This design comes from an exercise in tuning for small area and a short achievable clock period on the open sky130 flow, not from production work.
Where RTL was checked, it was by simulation tests only, not by an equivalence proof against the original.

== run A ==
## lowp5
module lowp5(signal_in, signal_out, time_constant, clock_in, reset, enable);
Size: ~2800 cells after synthesis, roughly 64 I/O pins, about 22000 um^2 of cells after synthesis.
export LEC_CHECK = 0
export ABC_AREA = 1
export CAP_MARGIN = 20
export CORE_MARGIN = 2
export CORE_UTILIZATION = 60
export CTS_BUF_LIST = sky130_fd_sc_hd__clkbuf_4 sky130_fd_sc_hd__clkbuf_8
export SLEW_MARGIN = 20
export SYNTH_HIERARCHICAL = 1
create_clock -name core_clock -period 15.0 [get_ports {clock_in}]
standard.sh (not shown) runs the stock make flow with config.mk's settings and CLKGATE_MAP_FILE= SYNTH_SCRIPT=/design/flow/synth_recipe.tcl, a recipe that flattens the netlist after the stock synthesis.
==> flow/flow/run.sh <==
#!/bin/bash
set -euo pipefail
MARGIN=$(cat flow/margin.txt 2>/dev/null || echo 5)
bash standard.sh \
  "BUFFER_PORTS_ARGS=-buffer_cell sky130_fd_sc_hd__buf_2" \
  "SETUP_SLACK_MARGIN=$MARGIN" \
  finish > flow_make.log 2>&1
==> flow/flow/margin.txt <==
7
Run A finished end to end and its layout was clean on timing, DRC and antenna.
Setup changes, run A to run B
- ABC_AREA removed (was 1)
- CORE_UTILIZATION changed from 60 to 65
==> flow/flow/margin.txt <==
6.5
Findings:
The final layouts of run A and run B pass the timing, design-rule and antenna checks. Run B vs run A: count of cell instances traversed by the critical path down by more than 10%. Run B has aggregate routed wire length below what run A had. Delta (run B minus run A): total met2 wirelength after detailed routing now sits lower, worst hold slack shrank by 0.0058 ns, die area went down about 22%. Vias: run B fewer than run A. Looking at post-route standard cell area excluding fillers, run B sits below run A.
Input changes introduced in run C (baseline for comparison: run B):
- CORE_UTILIZATION now 60, was 65
==> flow/flow/margin.txt <==
7.5
Findings:
Per the comparison of run C with run B, global router's overall resource usage lower, chip height now larger, core utilization went up 2.2 points, routed wire length picked up an extra 11%. Between run B and run C, the flow reports number of vias after detailed routing increasing by a little under 10%.
## Diff of input files: run D against run C
- CORE_UTILIZATION changed from 60 to 70
==> flow/flow/margin.txt <==
7
[summary]
From run C to run D the numbers moved as follows: maximum frequency lost 4.2%; endpoint arrival time on the critical path picked up an extra 0.25 ns; placed wire-length estimate after detailed placement lost about 3%. Worst setup path endpoint: y1[14]$_DFFE_PP_ -> run C, y1[27]$_DFFE_PP_ -> run D. Lower fraction of area in non-clock buffers goes to run D over run C. Compared run D against run C; count of endpoints failing setup in the final report within noise. Taking run C as the reference, in run D synthesized instance count held; die area went down 4400 um^2. Run C ended up with more cell instances than run D did. Run D: post-detailed-route via-to-cell ratio is 0.33 higher than what run C reported. Run D: met2 wirelength from detailed routing 9.0% below run C.


## the previous run
Starting RTL as in the previous note.
clock: 15.0 ns
lec_check: 0
cap_margin: 20
core_margin: 2
core_utilization: 60
cts_buf_list: sky130_fd_sc_hd__clkbuf_4 sky130_fd_sc_hd__clkbuf_8
slew_margin: 20
synth_hierarchical: 1
==> flow/flow/margin.txt <==
7
Scripts as last shown in full above: flow/flow/run.sh
Edits applied to the flow inputs when going from the previous run to the current run:
Settings: CTS_BUF_LIST no longer set, was sky130_fd_sc_hd__clkbuf_4 sky130_fd_sc_hd__clkbuf_8; CORE_UTILIZATION now 40, was 60.
[summary]
The current run completed every stage of the flow, and the final layout passed the timing, design-rule and antenna checks.
Compared the current run vs the previous run, and first-pass GRT wire length is up in the current run.
Compared with the previous run, in the current run post-placement cell area has increased; slack of the critical path has increased; setup skew after layout has decreased.


## oak
lowp5, a different RTL version from the one above (not shown whole).
Size in the first run: ~1400 cells after synthesis, about 64 I/O pins.
export LEC_CHECK = 0
export CAP_MARGIN = 20
export CORE_MARGIN = 2
export CORE_UTILIZATION = 70
export CTS_BUF_LIST = sky130_fd_sc_hd__clkbuf_4 sky130_fd_sc_hd__clkbuf_8
export SLEW_MARGIN = 20
export SYNTH_HIERARCHICAL = 1
create_clock -name core_clock -period 15.0 [get_ports {clock_in}]
Scripts as last shown in full above: flow/flow/run.sh, flow/flow/margin.txt
The flow did not stop early for oak: all stages ran, and the layout cleared the timing, design-rule and antenna checks.
Modified inputs, pine compared to oak
Settings: CORE_UTILIZATION now 60, was 70.
Max quantity of gates resized following cts across pine and oak: pine
Going from oak to pine, share of the core filled with cells shrinks by 11 points.
Cell count, pine vs oak: up by a few percent
Routed wire in pine totals more than in oak.
Compared with oak, pine shows half-perimeter wire length after detailed placement that has gone up by a few percent.
The lower flop-to-flop setup slack of pine and oak is in oak.
The hold slack was comparable across pine and oak.
Compared pine vs oak, and worst endpoint required time is up in pine.
Cmp pine vs oak: worst setup slack higher in pine
Via count of the first global-routing pass: lower on pine


Setup of run 1:
Another version of the RTL of lowp5 (not shown whole).
For scale: ~1500 cells after synthesis, about 110 flip-flops, roughly 64 I/O pins, about 0.018 sq mm of cells after synthesis.
clock: 15.0 ns
lec_check: 0
cap_margin: 20
core_margin: 2
core_utilization: 40
slew_margin: 20
synth_hierarchical: 1
Scripts as last shown in full above: flow/flow/run.sh, flow/flow/margin.txt
> inputs changed (run 1 -> run 2)
Settings: an added CTS_BUF_LIST of sky130_fd_sc_hd__clkbuf_4 sky130_fd_sc_hd__clkbuf_8.
Results
Summary of run 2 over run 1: setup slack of the worst register-to-register path now sits higher; clock sink count stayed essentially flat; wire length -about 0.6%. Cell area: run 2 vs run 1 down about 1%. Fraction of standard cell area that is sequential in run 2 vs run 1: up 0.17 points. Taking run 1 as the reference, in run 2 post-layout utilization of the core has decreased, final critical-path setup slack has increased.
Setup changes, run 2 to run 3
Settings: removing CTS_BUF_LIST (formerly sky130_fd_sc_hd__clkbuf_4 sky130_fd_sc_hd__clkbuf_8).
==> flow/flow/margin.txt <==
9
[summary]
Across both runs, routed wire length on met3 was lower for run 3 than for run 2. Run 2 -> run 3: share of the synthesized area in compound gates (AO/OA/AOI/OAI) delta 0, exact match. Run 3 vs run 2: final area up in run 3. In run 3, the detailed-route wire length on metal 1 came out about 5% above the value in run 2. Looking at worst setup path startpoint, the y2n[15] result is from run 2; the r[25] one comes from run 3. Of run 3 and run 2, it is run 3 that has the lower ratio of final minimum period to clock period. A critical-path cell with the highest stage delay of edfxtp_1 is what run 2 shows, while fa_2 belongs to run 3. Per the comparison of run 3 with run 2, layout overhead on the synthesized area went up by 11 points; routed wire length saw an increase. Maximum frequency from static timing analysis in run 3 is 4.2% above run 2. Setup slack delta (run 3 − run 2): favourable. | length of routed met2 wiring | run 3 vs run 2 | about 6.4% higher |.
Function was not checked in any run of this note: the RTL went through the layout flow alone.


lowp5, a different RTL version from the one above (not shown whole).
Size in the first run: ~1,400 cells after synthesis, about 64 I/O pins.
export LEC_CHECK = 0
export CAP_MARGIN = 20
export CORE_MARGIN = 2
export CORE_UTILIZATION = 60
export CTS_BUF_LIST = sky130_fd_sc_hd__clkbuf_4 sky130_fd_sc_hd__clkbuf_8
export SLEW_MARGIN = 20
export SYNTH_HIERARCHICAL = 1
create_clock -name core_clock -period 15.0 [get_ports {clock_in}]
==> flow/flow/margin.txt <==
7
Scripts as last shown in full above: flow/flow/run.sh
The first run completed with no timing, DRC or antenna violations.
==> next run, changes <==
Settings changed: TNS_END_PERCENT from default to 20.
Result: The changed run ran to the end with no violations. Die area does not change. Global-route usage hardly moves. Hold slack hardly moves. Critical path depth came out lower by 1. Routed wire length barely changes. Worst setup slack gets worse by 0.0052 ns. Final cell count hardly moves. Design area stays flat.


Another version of the RTL of lowp5 (not shown whole).
Size in the first run: roughly 1,500 cells after synthesis, ~110 flip-flops, about 0.019 mm² of cells after synthesis.
clock: 15.0 ns
lec_check: 0
abc_clock_period_in_ps: 3000
cap_margin: 20
core_margin: 2
core_utilization: 40
slew_margin: 20
synth_hierarchical: 1
run.sh (not shown) runs the stock make flow with config.mk's settings and CLKGATE_MAP_FILE= SYNTH_SCRIPT=/design/flow/synth_recipe.tcl, a recipe that flattens the netlist after the stock synthesis.
Stock flow here: none of the scripts above is used.
Edit:
ABC_CLOCK_PERIOD_IN_PS = default   (was 3000)
SETUP_SLACK_MARGIN = 5   (was default)
Routed wire length stays flat.
Area after synthesis does not change.
Global-route usage does not change.
Fmax rose by 3.1%.
First-iteration DRC count increases by 4.2%.
Design area stays flat.
Flip-flop and latch count is unchanged.
Count of clock-buffer cells in the layout stays the same.
Die area is unchanged.
Edit:
SETUP_SLACK_MARGIN = default   (was 5)
The changed run produced a clean layout.
Cell area hardly moves.
Setup slack is worse by 0.30 ns.
Worst hold slack gets worse by 0.0032 ns.
Routed wire length stays flat.
Global-route usage is unchanged.
Register-to-register slack is worse by 0.30 ns.
Utilization stays flat.
Critical path depth is unchanged.
No functional check of the RTL was part of any run of this note.


Setup of old:
Another version of the RTL of lowp5 (not shown whole).
Design lowp5, start of the top module:
module lowp5(signal_in, signal_out, time_constant, clock_in, reset, enable);
export LEC_CHECK = 0
export CAP_MARGIN = 20
export CORE_MARGIN = 2
export CORE_UTILIZATION = 70
export CTS_BUF_LIST = sky130_fd_sc_hd__clkbuf_4 sky130_fd_sc_hd__clkbuf_8
export SLEW_MARGIN = 20
export SYNTH_HIERARCHICAL = 1
create_clock -name core_clock -period 15.0 [get_ports {clock_in}]
standard.sh (not shown) runs the stock make flow with config.mk's settings and CLKGATE_MAP_FILE= SYNTH_SCRIPT=/design/flow/synth_recipe.tcl, a recipe that flattens the netlist after the stock synthesis.
Scripts as last shown in full above: flow/flow/run.sh, flow/flow/margin.txt
What ended old was a tool error in 1_1_yosys_canonicalize; the run never finished.
> inputs changed (old -> new)
Settings: CORE_UTILIZATION changed from 70 to 60.
Results
- As the logs show, new stopped at 1_1_yosys_canonicalize after a tool error, so it never reached the end of the flow.
- The flow ended early for old: it failed with a tool error in 1_1_yosys_canonicalize.
No functional check of the RTL was part of any run of this note.

## separate check: timing with driven ports
Ports are ideal in the flow. The routed layouts listed here were re-timed in OpenROAD. Step 1 sets driving cells, clkbuf_16 on the clock port and buf_2 on the other inputs (assumed; they add their load-dependent delay and slew). Step 2 times the ports against the registers' clock, not the clock port: input delays grow and output delays shrink by t, the midpoint of the rising clock arrivals with the driver on. Slacks: ideal / step 1 / step 2; pairs: ideal / step 1.
run	t (ns)	setup WS [ns]	latest minus earliest clock arrival (ns)	worst data-port slew with drivers (ns)	cell pins on the clock port's net
run A	0.515	7.443 / 7.443 / 7.443	0.022 / 0.022	0.04	1
run B	0.544	6.823 / 6.823 / 6.823	0.018 / 0.018	0.03	1
run C	0.544	7.498 / 7.498 / 6.996	0.030 / 0.031	0.03	1
run D	0.496	7.171 / 7.171 / 7.060	0.028 / 0.028	0.03	1
the previous run	0.555	7.215 / 7.215 / 6.972	0.018 / 0.018	0.03	1
the current run	0.511	7.271 / 7.271 / 6.956	0.012 / 0.012	0.04	1
oak	0.507	7.132 / 7.132 / 7.111	0.024 / 0.024	0.03	1
pine	0.519	7.268 / 7.268 / 7.200	0.012 / 0.012	0.03	1
run 1	0.505	7.209 / 7.209 / 7.114	0.018 / 0.018	0.05	1
run 2	0.551	7.239 / 7.239 / 7.074	0.023 / 0.023	0.05	1
run 3	0.516	7.549 / 7.549 / 7.411	0.014 / 0.013	0.06	1
the first run of note 5	0.555	7.215 / 7.215 / 6.972	0.018 / 0.018	0.03	1
the second run of note 5	0.548	7.210 / 7.210 / 7.012	0.019 / 0.019	0.03	1
the first run of note 6	0.419	5.200 / 5.200 / 5.200	0.015 / 0.014	0.04	1
the second run of note 6	0.419	5.496 / 5.496 / 5.496	0.015 / 0.015	0.04	1
the third run of note 6	0.419	5.200 / 5.200 / 5.200	0.015 / 0.014	0.04	1
After both steps setup and hold are still met in every run listed. The setup slack of run C, which loses most, moves by 0.000 ns with the drivers and by -0.502 ns with both steps.
